This design comes from an exercise in tuning for small area and a short achievable clock period on the open sky130 flow, not from production work. For this run, only the layout was checked, not whether the RTL still works. No activity file was given, so power comes from the tool's default toggle rates.

--- run.sh ---
#!/bin/bash
# synth_recipe.tcl (not shown) runs the flow's synth.tcl, then flattens the netlist and writes it again
# the make line also repeats each setting of config.mk as NAME=value (left out here)
make -C /OpenROAD-flow-scripts/flow DESIGN_CONFIG=/design/flow/config.mk WORK_HOME=/design/flow/orfs CLKGATE_MAP_FILE= SYNTH_SCRIPT=/design/flow/synth_recipe.tcl finish
--- config.mk ---
export PLATFORM = sky130hd
export DESIGN_NAME = mac
export DESIGN_NICKNAME = mac
export VERILOG_FILES = /design/flow/design.v
export SDC_FILE = /design/flow/constraint.sdc
export NUM_CORES = 4
export LEC_CHECK = 0
export CAP_MARGIN = 20
export CORE_MARGIN = 2
export CORE_UTILIZATION = 40
export SETUP_SLACK_MARGIN = 4.5
export SLEW_MARGIN = 20
export SYNTH_HIERARCHICAL = 1
export SYNTH_MINIMUM_KEEP_SIZE = 0
export TNS_END_PERCENT = 0
--- constraint.sdc ---
create_clock -name core_clock -period 7.5 [get_ports {clk}]
set_input_delay 1.5000 -clock core_clock [delete_from_list [all_inputs] [get_ports {clk}]]
set_output_delay 1.5000 -clock core_clock [all_outputs]
set_load 0.01 [all_outputs]
--- design.v ---
module mac (
    input  logic clk,
    input  logic rst,
    input  logic signed [15:0] a_in,
    input  logic signed [15:0] b_in,
    input  logic acc_clear,
    output logic acc_out_valid,
    output logic signed [34:0] acc_out
);
logic [15:0] a_r;
logic [7:0] one_r, two_r, neg_r;
wire  [16:0] bx = {b_in, 1'b0};
integer k;
always_ff @(posedge clk) begin
    for (k = 0; k < 8; k = k + 1) begin
        one_r[k] <= bx[2*k+1] ^ bx[2*k];
        two_r[k] <= (bx[2*k+2] & ~bx[2*k+1] & ~bx[2*k]) | (~bx[2*k+2] & bx[2*k+1] & bx[2*k]);
        neg_r[k] <= bx[2*k+2];
    end
    a_r <= rst ? 16'd0 : a_in;
end
wire [17:0] ax = {a_r[15], a_r, 1'b0};
wire [16:0] pp0;
wire [16:0] pp1;
wire [16:0] pp2;
wire [16:0] pp3;
wire [16:0] pp4;
wire [16:0] pp5;
wire [16:0] pp6;
wire [16:0] pp7;
genvar gi, gj;
generate for (gj = 0; gj < 8; gj = gj + 1) begin : g_pp
    for (gi = 0; gi < 17; gi = gi + 1) begin : g_bit
        wire v = (one_r[gj] & ax[gi+1]) | (two_r[gj] & ax[gi]);
        if (gj == 0) assign pp0[gi] = v ^ neg_r[0];
        if (gj == 1) assign pp1[gi] = v ^ neg_r[1];
        if (gj == 2) assign pp2[gi] = v ^ neg_r[2];
        if (gj == 3) assign pp3[gi] = v ^ neg_r[3];
        if (gj == 4) assign pp4[gi] = v ^ neg_r[4];
        if (gj == 5) assign pp5[gi] = v ^ neg_r[5];
        if (gj == 6) assign pp6[gi] = v ^ neg_r[6];
        if (gj == 7) assign pp7[gi] = v ^ neg_r[7];
    end
end endgenerate
logic [34:0] acc_s;
logic [33:0] acc_cr;
wire  [34:0] acc_c;
logic [1:0] t;
wire hold = acc_out_valid & ~acc_clear;
wire [34:0] acc_in_s = acc_clear ? 35'd0 : acc_s;
wire [34:0] acc_in_c = acc_clear ? 35'd0 : acc_c;
assign acc_c = {acc_cr[33], acc_cr[32], acc_cr[31], acc_cr[30], acc_cr[29], acc_cr[28], acc_cr[27], acc_cr[26], acc_cr[25], acc_cr[24], acc_cr[23], acc_cr[22], acc_cr[21], acc_cr[20], acc_cr[19], acc_cr[18], acc_cr[17], acc_cr[16], acc_cr[15], acc_cr[14], acc_cr[13], acc_cr[12], acc_cr[11], acc_cr[10], acc_cr[9], acc_cr[8], acc_cr[7], acc_cr[6], acc_cr[5], acc_cr[4], acc_cr[3], acc_cr[2], acc_cr[1], acc_cr[0], 1'b0};
wire s0, c0, s1, c1, s2, c2, s3, c3, s4, c4, s5, c5, s6, c6, s7, c7, s8, c8, s9, c9, s10, c10, s11, c11, s12, c12, s13, c13, s14, c14, s15, c15, s16, c16, s17, c17, s18, c18, s19, c19, s20, c20, s21, c21, s22, c22, s23, c23, s24, c24, s25, c25, s26, c26, s27, c27, s28, c28, s29, c29, s30, c30, s31, c31, s32, c32, s33, c33, s34, c34, s35, c35, s36, c36, s37, c37, s38, c38, s39, c39, s40, c40, s41, c41, s42, c42, s43, c43, s44, c44, s45, c45, s46, c46, s47, c47, s48, c48, s49, c49, s50, c50, s51, c51, s52, c52, s53, c53, s54, c54, s55, c55, s56, c56, s57, c57, s58, c58, s59, c59, s60, c60, s61, c61, s62, c62, s63, c63, s64, c64, s65, c65, s66, c66, s67, c67, s68, c68, s69, c69, s70, c70, s71, c71, s72, c72, s73, c73, s74, c74, s75, c75, s76, c76, s77, c77, s78, c78, s79, c79, s80, c80, s81, c81, s82, c82, s83, c83, s84, c84, s85, c85, s86, c86, s87, c87, s88, c88, s89, c89, s90, c90, s91, c91, s92, c92, s93, c93, s94, c94, s95, c95, s96, c96, s97, c97, s98, c98, s99, c99, s100, c100, s101, c101, s102, c102, s103, c103, s104, c104, s105, c105, s106, c106, s107, c107, s108, c108, s109, c109, s110, c110, s111, c111, s112, c112, s113, c113, s114, c114, s115, c115, s116, c116, s117, c117, s118, c118, s119, c119, s120, c120, s121, c121, s122, c122, s123, c123, s124, c124, s125, c125, s126, c126, s127, c127, s128, c128, s129, c129, s130, c130, s131, c131, s132, c132, s133, c133, s134, c134, s135, c135, s136, c136, s137, c137, s138, c138, s139, c139, s140, c140, s141, c141, s142, c142, s143, c143, s144, c144, s145, c145, s146, c146, s147, c147, s148, c148, s149, c149, s150, c150, s151, c151, s152, c152, s153, c153;
mac_ha u_ha0 (.a(neg_r[0]), .b(pp0[0]), .s(s0), .co(c0));
mac_fa u_fa1 (.a(pp0[1]), .b(c0), .c(acc_in_s[1]), .s(s1), .co(c1));
mac_fa u_fa2 (.a(neg_r[1]), .b(pp0[2]), .c(pp1[0]), .s(s2), .co(c2));
mac_fa u_fa3 (.a(s2), .b(acc_in_s[2]), .c(acc_in_c[2]), .s(s3), .co(c3));
mac_fa u_fa4 (.a(pp0[3]), .b(pp1[1]), .c(c2), .s(s4), .co(c4));
mac_fa u_fa5 (.a(s4), .b(acc_in_s[3]), .c(acc_in_c[3]), .s(s5), .co(c5));
mac_fa u_fa6 (.a(neg_r[2]), .b(pp0[4]), .c(pp1[2]), .s(s6), .co(c6));
mac_fa u_fa7 (.a(pp2[0]), .b(s6), .c(c4), .s(s7), .co(c7));
mac_fa u_fa8 (.a(s7), .b(acc_in_s[4]), .c(acc_in_c[4]), .s(s8), .co(c8));
mac_fa u_fa9 (.a(pp0[5]), .b(pp1[3]), .c(pp2[1]), .s(s9), .co(c9));
mac_fa u_fa10 (.a(c6), .b(s9), .c(c7), .s(s10), .co(c10));
mac_fa u_fa11 (.a(acc_in_s[5]), .b(acc_in_c[5]), .c(s10), .s(s11), .co(c11));
mac_fa u_fa12 (.a(neg_r[3]), .b(pp0[6]), .c(pp1[4]), .s(s12), .co(c12));
mac_fa u_fa13 (.a(pp2[2]), .b(pp3[0]), .c(c9), .s(s13), .co(c13));
mac_fa u_fa14 (.a(s12), .b(s13), .c(acc_in_s[6]), .s(s14), .co(c14));
mac_fa u_fa15 (.a(acc_in_c[6]), .b(c10), .c(s14), .s(s15), .co(c15));
mac_fa u_fa16 (.a(pp0[7]), .b(pp1[5]), .c(pp2[3]), .s(s16), .co(c16));
mac_fa u_fa17 (.a(pp3[1]), .b(c12), .c(s16), .s(s17), .co(c17));
mac_fa u_fa18 (.a(c13), .b(s17), .c(acc_in_s[7]), .s(s18), .co(c18));
mac_fa u_fa19 (.a(acc_in_c[7]), .b(c14), .c(s18), .s(s19), .co(c19));
mac_fa u_fa20 (.a(neg_r[4]), .b(pp0[8]), .c(pp1[6]), .s(s20), .co(c20));
mac_fa u_fa21 (.a(pp2[4]), .b(pp3[2]), .c(pp4[0]), .s(s21), .co(c21));
mac_fa u_fa22 (.a(c16), .b(s20), .c(s21), .s(s22), .co(c22));
mac_fa u_fa23 (.a(c17), .b(s22), .c(acc_in_s[8]), .s(s23), .co(c23));
mac_fa u_fa24 (.a(acc_in_c[8]), .b(c18), .c(s23), .s(s24), .co(c24));
mac_fa u_fa25 (.a(pp0[9]), .b(pp1[7]), .c(pp2[5]), .s(s25), .co(c25));
mac_fa u_fa26 (.a(pp3[3]), .b(pp4[1]), .c(c20), .s(s26), .co(c26));
mac_fa u_fa27 (.a(c21), .b(s25), .c(s26), .s(s27), .co(c27));
mac_fa u_fa28 (.a(c22), .b(s27), .c(acc_in_s[9]), .s(s28), .co(c28));
mac_fa u_fa29 (.a(acc_in_c[9]), .b(c23), .c(s28), .s(s29), .co(c29));
mac_fa u_fa30 (.a(neg_r[5]), .b(pp0[10]), .c(pp1[8]), .s(s30), .co(c30));
mac_fa u_fa31 (.a(pp2[6]), .b(pp3[4]), .c(pp4[2]), .s(s31), .co(c31));
mac_fa u_fa32 (.a(pp5[0]), .b(c25), .c(s30), .s(s32), .co(c32));
mac_fa u_fa33 (.a(s31), .b(c26), .c(s32), .s(s33), .co(c33));
mac_fa u_fa34 (.a(c27), .b(s33), .c(acc_in_s[10]), .s(s34), .co(c34));
mac_fa u_fa35 (.a(acc_in_c[10]), .b(c28), .c(s34), .s(s35), .co(c35));
mac_fa u_fa36 (.a(pp0[11]), .b(pp1[9]), .c(pp2[7]), .s(s36), .co(c36));
mac_fa u_fa37 (.a(pp3[5]), .b(pp4[3]), .c(pp5[1]), .s(s37), .co(c37));
mac_fa u_fa38 (.a(c30), .b(c31), .c(s36), .s(s38), .co(c38));
mac_fa u_fa39 (.a(s37), .b(c32), .c(s38), .s(s39), .co(c39));
mac_fa u_fa40 (.a(c33), .b(s39), .c(acc_in_s[11]), .s(s40), .co(c40));
mac_fa u_fa41 (.a(acc_in_c[11]), .b(c34), .c(s40), .s(s41), .co(c41));
mac_fa u_fa42 (.a(neg_r[6]), .b(pp0[12]), .c(pp1[10]), .s(s42), .co(c42));
mac_fa u_fa43 (.a(pp2[8]), .b(pp3[6]), .c(pp4[4]), .s(s43), .co(c43));
mac_fa u_fa44 (.a(pp5[2]), .b(pp6[0]), .c(c36), .s(s44), .co(c44));
mac_fa u_fa45 (.a(c37), .b(s42), .c(s43), .s(s45), .co(c45));
mac_fa u_fa46 (.a(s44), .b(c38), .c(s45), .s(s46), .co(c46));
mac_fa u_fa47 (.a(c39), .b(s46), .c(acc_in_s[12]), .s(s47), .co(c47));
mac_fa u_fa48 (.a(acc_in_c[12]), .b(c40), .c(s47), .s(s48), .co(c48));
mac_fa u_fa49 (.a(pp0[13]), .b(pp1[11]), .c(pp2[9]), .s(s49), .co(c49));
mac_fa u_fa50 (.a(pp3[7]), .b(pp4[5]), .c(pp5[3]), .s(s50), .co(c50));
mac_fa u_fa51 (.a(pp6[1]), .b(c42), .c(c43), .s(s51), .co(c51));
mac_fa u_fa52 (.a(s49), .b(s50), .c(c44), .s(s52), .co(c52));
mac_fa u_fa53 (.a(s51), .b(c45), .c(s52), .s(s53), .co(c53));
mac_fa u_fa54 (.a(c46), .b(acc_in_s[13]), .c(acc_in_c[13]), .s(s54), .co(c54));
mac_fa u_fa55 (.a(s53), .b(c47), .c(s54), .s(s55), .co(c55));
mac_fa u_fa56 (.a(neg_r[7]), .b(pp0[14]), .c(pp1[12]), .s(s56), .co(c56));
mac_fa u_fa57 (.a(pp2[10]), .b(pp3[8]), .c(pp4[6]), .s(s57), .co(c57));
mac_fa u_fa58 (.a(pp5[4]), .b(pp6[2]), .c(pp7[0]), .s(s58), .co(c58));
mac_fa u_fa59 (.a(c49), .b(c50), .c(s56), .s(s59), .co(c59));
mac_fa u_fa60 (.a(s57), .b(s58), .c(c51), .s(s60), .co(c60));
mac_fa u_fa61 (.a(s59), .b(c52), .c(s60), .s(s61), .co(c61));
mac_fa u_fa62 (.a(acc_in_s[14]), .b(acc_in_c[14]), .c(c53), .s(s62), .co(c62));
mac_fa u_fa63 (.a(s61), .b(c54), .c(s62), .s(s63), .co(c63));
mac_fa u_fa64 (.a(pp0[15]), .b(pp1[13]), .c(pp2[11]), .s(s64), .co(c64));
mac_fa u_fa65 (.a(pp3[9]), .b(pp4[7]), .c(pp5[5]), .s(s65), .co(c65));
mac_fa u_fa66 (.a(pp6[3]), .b(pp7[1]), .c(c56), .s(s66), .co(c66));
mac_fa u_fa67 (.a(c57), .b(c58), .c(s64), .s(s67), .co(c67));
mac_fa u_fa68 (.a(s65), .b(s66), .c(c59), .s(s68), .co(c68));
mac_fa u_fa69 (.a(s67), .b(c60), .c(s68), .s(s69), .co(c69));
mac_fa u_fa70 (.a(acc_in_s[15]), .b(acc_in_c[15]), .c(c61), .s(s70), .co(c70));
mac_fa u_fa71 (.a(s69), .b(c62), .c(s70), .s(s71), .co(c71));
mac_fa u_fa72 (.a(pp0[16]), .b(pp1[14]), .c(pp2[12]), .s(s72), .co(c72));
mac_fa u_fa73 (.a(pp3[10]), .b(pp4[8]), .c(pp5[6]), .s(s73), .co(c73));
mac_fa u_fa74 (.a(pp6[4]), .b(pp7[2]), .c(c64), .s(s74), .co(c74));
mac_fa u_fa75 (.a(c65), .b(s72), .c(s73), .s(s75), .co(c75));
mac_fa u_fa76 (.a(c66), .b(s74), .c(c67), .s(s76), .co(c76));
mac_fa u_fa77 (.a(s75), .b(c68), .c(s76), .s(s77), .co(c77));
mac_fa u_fa78 (.a(acc_in_s[16]), .b(acc_in_c[16]), .c(c69), .s(s78), .co(c78));
mac_fa u_fa79 (.a(s77), .b(c70), .c(s78), .s(s79), .co(c79));
mac_fa u_fa80 (.a(pp0[16]), .b(pp1[15]), .c(pp2[13]), .s(s80), .co(c80));
mac_fa u_fa81 (.a(pp3[11]), .b(pp4[9]), .c(pp5[7]), .s(s81), .co(c81));
mac_fa u_fa82 (.a(pp6[5]), .b(pp7[3]), .c(c72), .s(s82), .co(c82));
mac_fa u_fa83 (.a(c73), .b(s80), .c(s81), .s(s83), .co(c83));
mac_fa u_fa84 (.a(c74), .b(s82), .c(c75), .s(s84), .co(c84));
mac_fa u_fa85 (.a(s83), .b(c76), .c(s84), .s(s85), .co(c85));
mac_fa u_fa86 (.a(acc_in_s[17]), .b(acc_in_c[17]), .c(c77), .s(s86), .co(c86));
mac_fa u_fa87 (.a(s85), .b(c78), .c(s86), .s(s87), .co(c87));
mac_fa u_fa88 (.a(~pp0[16]), .b(~pp1[16]), .c(pp2[14]), .s(s88), .co(c88));
mac_fa u_fa89 (.a(pp3[12]), .b(pp4[10]), .c(pp5[8]), .s(s89), .co(c89));
mac_fa u_fa90 (.a(pp6[6]), .b(pp7[4]), .c(c80), .s(s90), .co(c90));
mac_fa u_fa91 (.a(c81), .b(s88), .c(s89), .s(s91), .co(c91));
mac_fa u_fa92 (.a(c82), .b(s90), .c(c83), .s(s92), .co(c92));
mac_fa u_fa93 (.a(s91), .b(c84), .c(s92), .s(s93), .co(c93));
mac_fa u_fa94 (.a(acc_in_s[18]), .b(acc_in_c[18]), .c(c85), .s(s94), .co(c94));
mac_fa u_fa95 (.a(s93), .b(c86), .c(s94), .s(s95), .co(c95));
mac_fa u_fa96 (.a(~pp2[15]), .b(pp3[13]), .c(pp4[11]), .s(s96), .co(c96));
mac_fa u_fa97 (.a(pp5[9]), .b(pp6[7]), .c(pp7[5]), .s(s97), .co(c97));
mac_fa u_fa98 (.a(c88), .b(c89), .c(s96), .s(s98), .co(c98));
mac_fa u_fa99 (.a(s97), .b(c90), .c(c91), .s(s99), .co(c99));
mac_fa u_fa100 (.a(s98), .b(c92), .c(s99), .s(s100), .co(c100));
mac_fa u_fa101 (.a(acc_in_s[19]), .b(acc_in_c[19]), .c(c93), .s(s101), .co(c101));
mac_fa u_fa102 (.a(s100), .b(c94), .c(s101), .s(s102), .co(c102));
mac_fa u_fa103 (.a(~pp2[16]), .b(pp3[14]), .c(pp4[12]), .s(s103), .co(c103));
mac_fa u_fa104 (.a(pp5[10]), .b(pp6[8]), .c(pp7[6]), .s(s104), .co(c104));
mac_fa u_fa105 (.a(pp2[15]), .b(c96), .c(c97), .s(s105), .co(c105));
mac_fa u_fa106 (.a(s103), .b(s104), .c(s105), .s(s106), .co(c106));
mac_fa u_fa107 (.a(c98), .b(c99), .c(s106), .s(s107), .co(c107));
mac_fa u_fa108 (.a(acc_in_s[20]), .b(acc_in_c[20]), .c(c100), .s(s108), .co(c108));
mac_fa u_fa109 (.a(s107), .b(c101), .c(s108), .s(s109), .co(c109));
mac_fa u_fa110 (.a(~pp3[15]), .b(pp4[13]), .c(pp5[11]), .s(s110), .co(c110));
mac_fa u_fa111 (.a(pp6[9]), .b(pp7[7]), .c(c103), .s(s111), .co(c111));
mac_fa u_fa112 (.a(c104), .b(s110), .c(c105), .s(s112), .co(c112));
mac_fa u_fa113 (.a(s111), .b(c106), .c(s112), .s(s113), .co(c113));
mac_fa u_fa114 (.a(acc_in_s[21]), .b(acc_in_c[21]), .c(c107), .s(s114), .co(c114));
mac_fa u_fa115 (.a(s113), .b(c108), .c(s114), .s(s115), .co(c115));
mac_fa u_fa116 (.a(~pp3[16]), .b(pp4[14]), .c(pp5[12]), .s(s116), .co(c116));
mac_fa u_fa117 (.a(pp6[10]), .b(pp7[8]), .c(pp3[15]), .s(s117), .co(c117));
mac_fa u_fa118 (.a(c110), .b(s116), .c(s117), .s(s118), .co(c118));
mac_fa u_fa119 (.a(c111), .b(s118), .c(c112), .s(s119), .co(c119));
mac_fa u_fa120 (.a(acc_in_s[22]), .b(acc_in_c[22]), .c(c113), .s(s120), .co(c120));
mac_fa u_fa121 (.a(s119), .b(c114), .c(s120), .s(s121), .co(c121));
mac_fa u_fa122 (.a(~pp4[15]), .b(pp5[13]), .c(pp6[11]), .s(s122), .co(c122));
mac_fa u_fa123 (.a(pp7[9]), .b(c116), .c(c117), .s(s123), .co(c123));
mac_fa u_fa124 (.a(s122), .b(s123), .c(c118), .s(s124), .co(c124));
mac_fa u_fa125 (.a(s124), .b(acc_in_s[23]), .c(acc_in_c[23]), .s(s125), .co(c125));
mac_fa u_fa126 (.a(c119), .b(s125), .c(c120), .s(s126), .co(c126));
mac_fa u_fa127 (.a(~pp4[16]), .b(pp5[14]), .c(pp6[12]), .s(s127), .co(c127));
mac_fa u_fa128 (.a(pp7[10]), .b(pp4[15]), .c(c122), .s(s128), .co(c128));
mac_fa u_fa129 (.a(s127), .b(c123), .c(s128), .s(s129), .co(c129));
mac_fa u_fa130 (.a(c124), .b(s129), .c(acc_in_s[24]), .s(s130), .co(c130));
mac_fa u_fa131 (.a(acc_in_c[24]), .b(c125), .c(s130), .s(s131), .co(c131));
mac_fa u_fa132 (.a(~pp5[15]), .b(pp6[13]), .c(pp7[11]), .s(s132), .co(c132));
mac_fa u_fa133 (.a(c127), .b(s132), .c(c128), .s(s133), .co(c133));
mac_fa u_fa134 (.a(c129), .b(s133), .c(acc_in_s[25]), .s(s134), .co(c134));
mac_fa u_fa135 (.a(acc_in_c[25]), .b(c130), .c(s134), .s(s135), .co(c135));
mac_fa u_fa136 (.a(~pp5[16]), .b(pp6[14]), .c(pp7[12]), .s(s136), .co(c136));
mac_fa u_fa137 (.a(pp5[15]), .b(c132), .c(s136), .s(s137), .co(c137));
mac_fa u_fa138 (.a(s137), .b(c133), .c(acc_in_s[26]), .s(s138), .co(c138));
mac_fa u_fa139 (.a(acc_in_c[26]), .b(c134), .c(s138), .s(s139), .co(c139));
mac_fa u_fa140 (.a(~pp6[15]), .b(pp7[13]), .c(c136), .s(s140), .co(c140));
mac_fa u_fa141 (.a(s140), .b(c137), .c(acc_in_s[27]), .s(s141), .co(c141));
mac_fa u_fa142 (.a(acc_in_c[27]), .b(c138), .c(s141), .s(s142), .co(c142));
mac_fa u_fa143 (.a(~pp6[16]), .b(pp7[14]), .c(pp6[15]), .s(s143), .co(c143));
mac_fa u_fa144 (.a(s143), .b(c140), .c(acc_in_s[28]), .s(s144), .co(c144));
mac_fa u_fa145 (.a(acc_in_c[28]), .b(c141), .c(s144), .s(s145), .co(c145));
mac_fa u_fa146 (.a(~pp7[15]), .b(c143), .c(acc_in_s[29]), .s(s146), .co(c146));
mac_fa u_fa147 (.a(acc_in_c[29]), .b(c144), .c(s146), .s(s147), .co(c147));
mac_fa u_fa148 (.a(~pp7[16]), .b(pp7[15]), .c(acc_in_s[30]), .s(s148), .co(c148));
mac_fa u_fa149 (.a(acc_in_c[30]), .b(c146), .c(s148), .s(s149), .co(c149));
mac_fa u_fa150 (.a(~acc_in_s[31]), .b(acc_in_c[31]), .c(c148), .s(s150), .co(c150));
mac_fa u_fa151 (.a(~acc_in_s[32]), .b(acc_in_c[32]), .c(acc_in_s[31]), .s(s151), .co(c151));
mac_fa u_fa152 (.a(~acc_in_s[33]), .b(acc_in_c[33]), .c(acc_in_s[32]), .s(s152), .co(c152));
mac_fa u_fa153 (.a(~acc_in_s[34]), .b(acc_in_c[34]), .c(acc_in_s[33]), .s(s153), .co(c153));
wire [34:0] rx = {c152, c151, c150, c149, c147, c145, c142, c139, c135, c131, c126, c121, c115, c109, c102, c95, c87, c79, c71, c63, c55, c48, c41, c35, c29, c24, c19, c15, c11, c8, c5, c3, c1, acc_in_c[1], s0};
wire [34:0] ry = {s153, s152, s151, s150, s149, s147, s145, s142, s139, s135, s131, s126, s121, s115, s109, s102, s95, s87, s79, s71, s63, s55, s48, s41, s35, s29, s24, s19, s15, s11, s8, s5, s3, s1, acc_in_s[0]};
wire [34:0] nxt_s = rx ^ ry;
wire [34:0] nxt_c = {rx[33:0] & ry[33:0], 1'b0};
wire [33:0] nxt_cr = {nxt_c[34], nxt_c[33], nxt_c[32], nxt_c[31], nxt_c[30], nxt_c[29], nxt_c[28], nxt_c[27], nxt_c[26], nxt_c[25], nxt_c[24], nxt_c[23], nxt_c[22], nxt_c[21], nxt_c[20], nxt_c[19], nxt_c[18], nxt_c[17], nxt_c[16], nxt_c[15], nxt_c[14], nxt_c[13], nxt_c[12], nxt_c[11], nxt_c[10], nxt_c[9], nxt_c[8], nxt_c[7], nxt_c[6], nxt_c[5], nxt_c[4], nxt_c[3], nxt_c[2], nxt_c[1]};
always_ff @(posedge clk) begin
    if (rst) begin
        acc_s <= '0; acc_cr <= '0; acc_out_valid <= 1'b0; t <= 2'd0;
    end else if (acc_clear) begin
        acc_s <= nxt_s; acc_cr <= nxt_cr; t <= 2'd1; acc_out_valid <= 1'b0;
    end else if (!acc_out_valid) begin
        acc_s <= nxt_s; acc_cr <= nxt_cr; t <= t + 2'd1; acc_out_valid <= (t == 2'd3);
    end
end
assign acc_out = acc_s + acc_c;
endmodule
module mac_fa (input logic a, input logic b, input logic c, output logic s, output logic co);
    assign s = a ^ b ^ c;
    assign co = (a & b) | (c & (a ^ b));
endmodule
module mac_ha (input logic a, input logic b, output logic s, output logic co);
    assign s = a ^ b;
    assign co = a & b;
endmodule
==> summary.txt <==
Pwr
  – Overall power after layout: 4925 uW
  – Largest voltage drop on the vdd net: 0.2054 mV
  – Leakage component of the power: 0.005036 uW
  – Power per unit of standard cell area: 364.8 mW/mm^2

Setup path
  – Arrival time of data at the critical path endpoint: 2.85 ns
  – Total buffers and inverters traversed by the critical path: 1
  – R2R Path Start: a_r[0]
  – Cell-by-cell listing of the critical path: ha_2, o211ai_2, o21ai_4, o221ai_4, o31ai_4, xor2_1, clkdlybuf4s50_1
  – Start-to-end type of the worst setup path: flip-flop to output pin
  – Crit path max-delay cell type: clkdlybuf4s50_1
  – Cell type group with the largest total delay on the critical path: compound AO/OA/AOI/OAI gates
  – Max Fanout on Critical Path: 6
  – Delay of the slowest cell on the worst path: 0.56 ns
  – Crit start category: flip-flop
  – Setup slack of the worst register-to-register path: 3.21 ns
  – Required time of the critical path: 6.00 ns
  – Number of cell instances on the worst register-to-register path: 11
  – Levels on crit path: 7
  – Reg2reg end: acc_s[17]
  – CP endpoint kind: output pin

GRT
  – Sum of overflow across all layers after global routing: 0
  – Total Routing Usage GR: 20.33%
  – Via count of the first global-routing pass: 9386
  – Largest net degree at the start of global routing: 89
  – Wire length of the first global-routing pass: 49870 um
  – Initial antenna violation count: 0

Synthesis
  – Dominant register cell in the synthesized netlist: dfxtp_1
  – Yosys warns: 7
  – Cell variety after synth: 52
  – Total standard cell area after synthesis: 0.01192 sq mm
  – Post-synthesis cell type with the largest combined area: fa_1
  – Register bit total from synthesis: 112
  – Async set or reset register ratio after synthesis: 0%
  – Number of nets in the synthesized netlist: 1540
  – Fraction of the mapped netlist area in compound gates: 17.74%
  – Top cell type's share of synthesized area: 25.87%
  – Top cells by area in the synthesized netlist: fa_1 26%, dfxtp_1 19%, xnor2_1 11%
  – Post-synth EDFFs: 0
  – Parity-gate share of the synthesized area counting xor and xnor cells: 13.01%
  – Main combinational cell family by area after synthesis: adder cells
  – Synthesized-area fraction occupied by and/or/nand/nor cells: 12.89%
  – Adder-cell share of the synthesized area: 33.12%
  – Syn Area/Cell: 9.295 sq um
  – Portion of the post-synthesis area used by sequential elements: 18.82%
  – Cells after Synth: 1282
  – Post-synthesis mux area share: 0.08400%

Timing
  – Worst slew pin tran: 1.052 ns
  – Fin Setup TNS: 0 ns
  – Fin Clk Skew: 0.01360 ns
  – Final hold violation count: 0
  – Achievable frequency: 229.7 MHz
  – Headroom to the max-slew limit: 29.85%
  – Worst-case setup margin in the final layout: 3.147 ns
  – Number of max-slew violations in the final report: 0
  – Min Clock Period, post-route: 4.353 ns
  – Setup violators final: 0
  – RSZ-0062 raised after global routing: true
  – Final worst path period share: 58.05%

Worst hold path
  – Hold Path Cell Cnt: 2
  – Hold Crit Endpoint: acc_s[0]
  – Hold/Removal Path Class: flip-flop to flip-flop
  – Worst Hold Launch: acc_s[0]

Drt
  – Final Routed Wirelength: 30640 um
  – Wire length the detailed router placed on met1: 12740 um
  – Highest routing layer actually used: met4
  – Total met3 wirelength after detailed routing: 1341 um
  – Via density: 5.545
  – Initial drt markers: 604
  – # DRC: 0
  – Met2 WL: 15970 um
  – First-pass iteration count of the detailed router: 5
  – Post-route ant nets: 0
  – Average wire length per cell after detail routing: 18.53 um
  – DR vias: 9172

Final layout
  – Total Nets Final: 1517
  – Post-route insts no fill: 1654
  – Most common cell after layout, fill and taps aside: nand2_1
  – Synthesis-to-layout area growth: 13.29%
  – Proportion of layout cells with a drive suffix above 1: 12.90%
  – Antenna Cells: 0
  – Post-route cell area: 0.01350 sq mm
  – Most frequent cells in the layout: 171 x nand2_1, 147 x xnor2_1, 140 x fa_1

Clocking
  – Clock latency of the later-clocked register in the worst-skew pair: 0.37 ns
  – Root buf cell: clkbuf_16
  – Total of hold buffers inserted after clock tree synthesis: 0
  – Clock tree from TritonCTS: done
  – Clock net sink count: 112
  – Clock buffer depth: 2
  – CTS clk-pin slew, worst paths: 0.08 ns
  – Number of buffers created by CTS: 9
  – Number of levels in the clock H-tree: 3

Placed design
  – Placed Area: 0.01283 sq mm
  – Number of placed cells counting well taps: 1631
  – Setup WS pre-CTS: 2.804 ns
  – Buffers added on ports: 70
  – HPWL Detailed: 21960 um
  – Placer Congestion: 0.9171

Die
  – Core area: 0.02948 sq mm
  – Die outline width: 176.6 um
  – Std-Cell Rows: 63
  – Initial core utilization: 40.42%
  – Top-Level Pins: 71
  – Die span in y: 176.6 um
  – Die area: 0.03119 sq mm

Outcome
  – Outcome: no timing/DRC/antenna violations

Flow run
  – Max_cap viols: 0
[modules after synthesis (local to each module, per instance)]
module,area [sq um],cells,times used,flip-flops and latches
mac,8841,1128,1,112
mac_ha,12.51,1,1,0
mac_fa,20.02,1,153,0
[logic make-up (layout without fill, tap and decap cells)]
group,count (synthesis),after routing
AND/OR/NAND/NOR,323,323
AO/OA/AOI/OAI,313,313
adder cells (fa/ha/maj),223,223
XOR/XNOR,177,177
buffers and inverters,133,115
flip-flops,112,112
multiplexers,1,1
[cells in the mapped netlist (6+ instances only)]
master / instances
nand2_1: 172
fa_1: 154
xnor2_1: 149
a22oi_1: 120
dfxtp_1: 112
clkbuf_1: 106
a21oi_1: 102
nor2b_1: 84
ha_1: 69
o21ai_0: 29
xor2_1: 28
nor2_1: 19
inv_1: 15
nand2b_1: 14
nand4_1: 11
a21o_1: 9
a31oi_1: 7
nand3b_1: 7
nand3_1: 6
nor3_1: 6
[metrics by stage]
| step | utilization (%) | hold slack, ns |
|---|---|---|
| 6_report | 45.79 | 0.4711 |
| 3_3_place_gp | 43.54 | 0.4538 |
| 3_5_place_dp | 43.54 | 0.4622 |
| 5_1_grt | 45.79 | 0.4917 |
| 4_1_cts | 45.44 | 0.4741 |
| 2_1_floorplan | - | 0.4406 |
[power by group]
group	total (uW)	internal, uW	switching, uW
registers	951	757	194
clock network	598	342	256
logic	3380	1650	1720
total	4920	2750	2170
[per-layer routing]
layer / GRT usage, % / vias up
li1: - / 4279
met1: 25.90 / 4617
met2: 35.81 / 242
met3: 2.929 / 34
met4: 5.785 / 0
met5: 0 / -
[how the worst max path moves through the flow]
stage / from / end
3_5_place_dp: neg_r[2] / acc_s[21]
4_1_cts: acc_s[1] / acc_out[29]
3_3_place_gp: one_r[0] / acc_s[20]
5_1_grt: acc_s[1] / acc_out[29]
2_1_floorplan: a_r[14] / acc_s[16]
6_report: acc_cr[5] / acc_out[17]
[registers in the layout, summed over array words and instances, names as in the netlist]
signal and flops:
two_r 8, acc_s 35, acc_cr 34, acc_out_valid 1
a_r 16, neg_r 8, t 2, one_r 8
[repair_timing]
action / 4_1_cts / 5_1_grt
endpoints found under the setup margin: 95 / 104
pin swaps: 15 / 8
gates resized for setup: 79 / 37
setup buffers: 4 / 3
[cell type report]
class | count | area, sq um
clock buffer | 10 | 239.0
clock inverter | 6 | 123.9
fill | 2867 | 15980
inverter | 15 | 56.30
multi-input combinational | 1037 | 9515
sequential | 112 | 2306
tap | 390 | 488.0
timing repair buffer | 84 | 772.0
[worst reg2reg max path: stages (launching register included)]
cell	delay (ns)
dfxtp_1	0.79
nand2_1	0.17
xnor2_1	0.18
fa_1	0.40
fa_1	0.45
fa_1	0.46
fa_2	0.36
fa_1	0.51
fa_1	0.42
ha_1	0.28
nand2_1	0.04
a21oi_1	0.17

separate check: timing with driven ports:
The results above use ideal ports. As a check the final layout listed here was re-extracted and re-timed, cells and wires unchanged.
Step 1 sets driving cells, clkbuf_16 on the clock port and buf_2 on the other inputs (assumed; they add their load-dependent delay and slew).
Step 2 moves the port delays by t, midway between the first and last clock arrival at a register: inputs arrive t later, outputs are due t later. That takes back most of the time a late clock gives input paths.
Slacks: ideal / step 1 / step 2; pairs: ideal / step 1.
t, ns: 0.418
setup WS [ns]: 3.147 / 3.096 / 3.175
worst setup path at the end: input to register
After both steps this run still meets setup and hold. For this run, drivers alone change the setup slack by -0.051 ns; drivers and shift together by +0.028 ns.
